Background: an optimization exercise with open tools, aiming at small area and a short achievable clock period. Do not read the settings as production practice.
Only simulation tests tie the RTL to the original design; equivalence was not proved.

violet:
Design top_advanced, start of the top module:
module top_advanced (
    input  logic        clk,
    input  logic        rst_n,
    input  logic [15:0] primary_input_a,
    input  logic [15:0] primary_input_b,
    input  logic [15:0] primary_input_c,
    input  logic [15:0] primary_input_d,
    output logic [15:0] primary_output_x,
    output logic [15:0] primary_output_y,
    output logic [15:0] primary_output_z
);
Settings: LEC_CHECK=0, ABC_AREA=1, CAP_MARGIN=20, CORE_MARGIN=2, CORE_UTILIZATION=35, CTS_CLUSTER_DIAMETER=150, CTS_CLUSTER_SIZE=25, SLEW_MARGIN=20, SETUP_SLACK_MARGIN=14; clock period 55.0 ns.
standard.sh (not shown) runs the stock make flow with config.mk's settings and CLKGATE_MAP_FILE= SYNTH_SCRIPT=/design/flow/synth_recipe.tcl, a recipe that flattens the netlist after the stock synthesis.
==> flow/flow/run.sh <==
#!/bin/bash
set -u
cd "$(dirname "$0")/.."
cp standard.sh standard.sh.orig.txt 2>/dev/null || true
cp config.mk config.mk.orig.txt 2>/dev/null || true
{
  echo "export SETUP_SLACK_MARGIN = ${MARGIN:-14}"
} >> config.mk
bash standard.sh > standard.log 2>&1
rc=$?
exit $rc
violet completed every stage of the flow, and the final layout passed the timing, DRC and antenna checks.
> inputs changed (violet -> umber)
- CTS_CLUSTER_SIZE removed (was 25)
- SETUP_SLACK_MARGIN changed from 14 to 5
- CTS_CLUSTER_DIAMETER removed (was 150)
==> flow/run.sh (new file) <==
#!/bin/bash
# synth_recipe.tcl (not shown) runs the flow's synth.tcl, then flattens the netlist and writes it again
# the make line also repeats each setting of config.mk as NAME=value (left out here)
make -C /OpenROAD-flow-scripts/flow DESIGN_CONFIG=/design/flow/config.mk WORK_HOME=/design/flow/orfs CLKGATE_MAP_FILE= SYNTH_SCRIPT=/design/flow/synth_recipe.tcl finish
removed: flow/flow/run.sh
removed: flow/standard.sh
## What came out
Against violet, detailed router's first-iteration violation count in umber came out worse. Diff umber and violet: fraction of layout cells with a size suffix above 1 lower in umber. umber leaves less setup margin than violet.
Here is what was changed in the inputs of maple compared with umber.
- TNS_END_PERCENT: unset -> 10
- CTS_CLUSTER_SIZE: unset -> 20
- SETUP_SLACK_MARGIN: 5 -> 12
- CTS_CLUSTER_DIAMETER: unset -> 100
==> flow/flow/run.sh (new file) <==
#!/bin/bash
set -u
cd "$(dirname "$0")/.."
cp standard.sh standard.sh.orig.txt 2>/dev/null || true
cp config.mk config.mk.orig.txt 2>/dev/null || true
{
  echo "export SETUP_SLACK_MARGIN = ${MARGIN:-12}"
} >> config.mk
bash standard.sh > standard.log 2>&1
rc=$?
exit $rc
==> flow/standard.sh (new file) <==
#!/bin/bash
# synth_recipe.tcl (not shown) runs the flow's synth.tcl, then flattens the netlist and writes it again
# the make line also repeats each setting of config.mk as NAME=value (left out here)
make -C /OpenROAD-flow-scripts/flow DESIGN_CONFIG=/design/flow/config.mk WORK_HOME=/design/flow/orfs CLKGATE_MAP_FILE= SYNTH_SCRIPT=/design/flow/synth_recipe.tcl "${@:-finish}"
removed: flow/run.sh
Notes after the runs:
maple: relative area of non-clock buffer cells in the final design is 0.76 points higher than what umber reported.
Via-per-instance ratio (higher): maple
Compare maple and umber | worst setup timing slack at the placement stage higher: maple
A last element of the critical path of primary_output_y[14] is what umber shows, while primary_output_y[15] belongs to maple.
Sum of buffers and inverters on the critical path delta for maple relative to umber: 1 higher
maple reports a lower share of the clock period used by the worst path than umber does.
maple against umber: footprint of the multi-input gates increased 1200 µm², number of levels the H-tree was split into has decreased.
Against umber as the reference, maple delivers a higher total length of routed met2 wires.
maple and umber ended up with nearly the same number of maximum-capacitance constraint violations.
For maple, the slowest cell on the critical path was sky130_fd_sc_hd__fa_2, unlike umber, where it was sky130_fd_sc_hd__clkdlybuf4s50_1.
Input-level comparison between willow and maple:
- changing SETUP_SLACK_MARGIN from 12 to 5
- removing TNS_END_PERCENT (formerly 10)
==> flow/run.sh (new file) <==
#!/bin/bash
# synth_recipe.tcl (not shown) runs the flow's synth.tcl, then flattens the netlist and writes it again
# the make line also repeats each setting of config.mk as NAME=value (left out here)
make -C /OpenROAD-flow-scripts/flow DESIGN_CONFIG=/design/flow/config.mk WORK_HOME=/design/flow/orfs CLKGATE_MAP_FILE= SYNTH_SCRIPT=/design/flow/synth_recipe.tcl finish
removed: flow/flow/run.sh
removed: flow/standard.sh
--- outcome ---
maple finished every step from synthesis to the final layout, and the layout passed the timing, DRC and antenna checks.
willow finished end to end and its layout was clean on timing, DRC and antenna.
From maple to willow the numbers moved as follows: amount of wire on met3 after detailed routing higher; total via count in the routed design lower; clock-buffer cell count lower; wire length of the first global-routing pass lower; CTS buffer count lower.
willow vs. maple: number of buffers and inverters on the critical path went down about 8%, total track usage went down 0.20 points.
Compared with maple, in willow number of cells in the finished layout apart from fillers fell 154, overall routed net length fell 5.5 mm.
willow ended up with sky130_fd_sc_hd__clkdlybuf4s50_1 as its worst-path cell with the longest stage delay; maple ended up with sky130_fd_sc_hd__fa_2.
For pepper, these inputs were changed with respect to willow:
- changing SETUP_SLACK_MARGIN from 5 to 9
==> flow/flow/run.sh (new file) <==
#!/bin/bash
set -u
cd "$(dirname "$0")/.."
cp standard.sh standard.sh.orig.txt 2>/dev/null || true
cp config.mk config.mk.orig.txt 2>/dev/null || true
{
  echo "export SETUP_SLACK_MARGIN = ${MARGIN:-9}"
} >> config.mk
bash standard.sh > standard.log 2>&1
rc=$?
exit $rc
==> flow/standard.sh (new file) <==
#!/bin/bash
# synth_recipe.tcl (not shown) runs the flow's synth.tcl, then flattens the netlist and writes it again
# the make line also repeats each setting of config.mk as NAME=value (left out here)
make -C /OpenROAD-flow-scripts/flow DESIGN_CONFIG=/design/flow/config.mk WORK_HOME=/design/flow/orfs CLKGATE_MAP_FILE= SYNTH_SCRIPT=/design/flow/synth_recipe.tcl "${@:-finish}"
removed: flow/run.sh
[summary]
- pepper finished end to end and its layout was clean on timing, DRC and antenna.
- met3 track demand over resource in global routing across willow and pepper: no real change.
- Any difference in last weighted congestion value of the routability-driven placer between willow and pepper is small enough to ignore.
- Compare willow and pepper | largest fanout of any net on the critical path higher: willow
- pepper against willow: final cell count without fillers went up by 0.70%; cell area went up by about 1.8%; full die area was more or less identical.

* * *

## onyx
Starting RTL as in the previous note.
==> flow/design.v (excerpt) <==
module top_advanced (
    input  logic        clk,
    input  logic        rst_n,
    input  logic [15:0] primary_input_a,
    input  logic [15:0] primary_input_b,
    input  logic [15:0] primary_input_c,
    input  logic [15:0] primary_input_d,
    output logic [15:0] primary_output_x,
    output logic [15:0] primary_output_y,
    output logic [15:0] primary_output_z
);
export LEC_CHECK = 0
export ABC_AREA = 1
export CAP_MARGIN = 20
export CORE_MARGIN = 2
export CORE_UTILIZATION = 35
export CTS_CLUSTER_DIAMETER = 100
export CTS_CLUSTER_SIZE = 20
export SLEW_MARGIN = 20
export SETUP_SLACK_MARGIN = 12
create_clock -name core_clock -period 55.0 [get_ports {clk}]
==> flow/flow/run.sh <==
#!/bin/bash
set -u
cd "$(dirname "$0")/.."
cp standard.sh standard.sh.orig.txt 2>/dev/null || true
cp config.mk config.mk.orig.txt 2>/dev/null || true
{
  echo "export SETUP_SLACK_MARGIN = ${MARGIN:-12}"
} >> config.mk
bash standard.sh > standard.log 2>&1
rc=$?
exit $rc
onyx finished every stage and its layout cleared the timing, DRC and antenna checks.
[inputs] tundra vs onyx
- removing CTS_CLUSTER_DIAMETER (formerly 100)
- removing CTS_CLUSTER_SIZE (formerly 20)
- removing SETUP_SLACK_MARGIN (formerly 12)
==> flow/run.sh (new file) <==
#!/bin/bash
# synth_recipe.tcl (not shown) runs the flow's synth.tcl, then flattens the netlist and writes it again
# the make line also repeats each setting of config.mk as NAME=value (left out here)
make -C /OpenROAD-flow-scripts/flow DESIGN_CONFIG=/design/flow/config.mk WORK_HOME=/design/flow/orfs CLKGATE_MAP_FILE= SYNTH_SCRIPT=/design/flow/synth_recipe.tcl finish
removed: flow/flow/run.sh
removed: flow/standard.sh
Notes after the runs:
- tundra packs its core more tightly than onyx.
- Summary: worst slew margin relative to its limit, tundra worse than onyx
- tundra vs. onyx: worst setup slack before clock tree synthesis went down 1.48 ns, final-layout fill cell count held, via count held.

* * *

Setup of old:
Another version of the RTL of top_advanced (not shown whole).
Size: roughly 2700 flip-flops, roughly 110 I/O pins, about 0.17 sq mm of cells after synthesis.
Design top_advanced, start of the top module:
module top_advanced (
    input  logic        clk,
    input  logic        rst_n,
    input  logic [15:0] primary_input_a,
    input  logic [15:0] primary_input_b,
    input  logic [15:0] primary_input_c,
    input  logic [15:0] primary_input_d,
    output logic [15:0] primary_output_x,
    output logic [15:0] primary_output_y,
    output logic [15:0] primary_output_z
);
make LEC_CHECK=0 ABC_AREA=1 CAP_MARGIN=20 CORE_MARGIN=2 CORE_UTILIZATION=35 SLEW_MARGIN=20 finish   # period 55.0 ns
run.sh (not shown) runs the stock make flow with config.mk's settings and CLKGATE_MAP_FILE= SYNTH_SCRIPT=/design/flow/synth_recipe.tcl, a recipe that flattens the netlist after the stock synthesis.
Stock flow here: none of the scripts above is used.
Both conditions hold for old: the flow ran to the end and the final layout passed the timing, DRC and antenna checks.
### old -> new
# old
export LEC_CHECK = 0
export ABC_AREA = 1
export CAP_MARGIN = 20
export CORE_MARGIN = 2
export CORE_UTILIZATION = 35
export SLEW_MARGIN = 20
create_clock -name core_clock -period 55.0 [get_ports {clk}]
# new
export LEC_CHECK = 0
export ABC_AREA = 1
export CAP_MARGIN = 20
export CORE_MARGIN = 2
export CORE_UTILIZATION = 55
export SLEW_MARGIN = 20
create_clock -name core_clock -period 55.0 [get_ports {clk}]
Findings:
Every run (new and old) finished clean.
new ends up with higher total routing resource utilization after global routing than old does.
Layout clock buffer count: new and old compared, lower one is new
Fmax: new vs old down 0.084 MHz
The run showing the greater clock skew is old.
Relative to old, setup slack has gone down in new.
new gives less maximum number of pins on one net before global-route repair than old did.
Compared with old, new improves total via count in the routed design.

## port drivers added, routing unchanged
Ports are ideal in the flow. The routed layouts listed here were re-timed in OpenROAD.
Step 1: set_driving_cell puts a clkbuf_16 on clk and a buf_2 on each other input, an assumption about the parent block.
Step 2 times the ports against the registers' clock, not the clock port: input delays grow and output delays shrink by t, the midpoint of the rising clock arrivals with the driver on.
a / b / c = ideal / step 1 / step 2; a / b = the first two.
| run | t (ns) | slack for setup (ns) | hold slack, ns | worst register clock-pin slew, ns |
|---|---|---|---|---|
| violet | 1.051 | 8.428 / 8.323 / 8.323 | 0.337 / 0.337 / 0.337 | 0.12 / 0.12 |
| umber | 1.032 | 6.589 / 6.559 / 6.559 | 0.336 / 0.336 / 0.336 | 0.06 / 0.06 |
| maple | 1.010 | 8.496 / 8.356 / 8.356 | 0.340 / 0.340 / 0.340 | 0.10 / 0.10 |
| willow | 1.024 | 6.582 / 6.553 / 6.553 | 0.344 / 0.344 / 0.344 | 0.10 / 0.10 |
| pepper | 1.021 | 8.618 / 8.516 / 8.516 | 0.328 / 0.328 / 0.328 | 0.10 / 0.10 |
| onyx | 1.021 | 8.719 / 8.582 / 8.582 | 0.334 / 0.334 / 0.334 | 0.10 / 0.10 |
| tundra | 1.034 | 3.349 / 3.231 / 3.231 | 0.338 / 0.338 / 0.338 | 0.07 / 0.07 |
| old | 1.078 | 3.533 / 3.507 / 3.507 | 0.328 / 0.328 / 0.328 | 0.07 / 0.07 |
| new | 1.006 | 3.309 / 3.286 / 3.286 | 0.341 / 0.341 / 0.341 | 0.07 / 0.07 |
After both steps every run listed still meets setup and hold. For maple, which loses most, drivers alone change the setup slack by -0.140 ns; drivers and shift together by -0.140 ns.
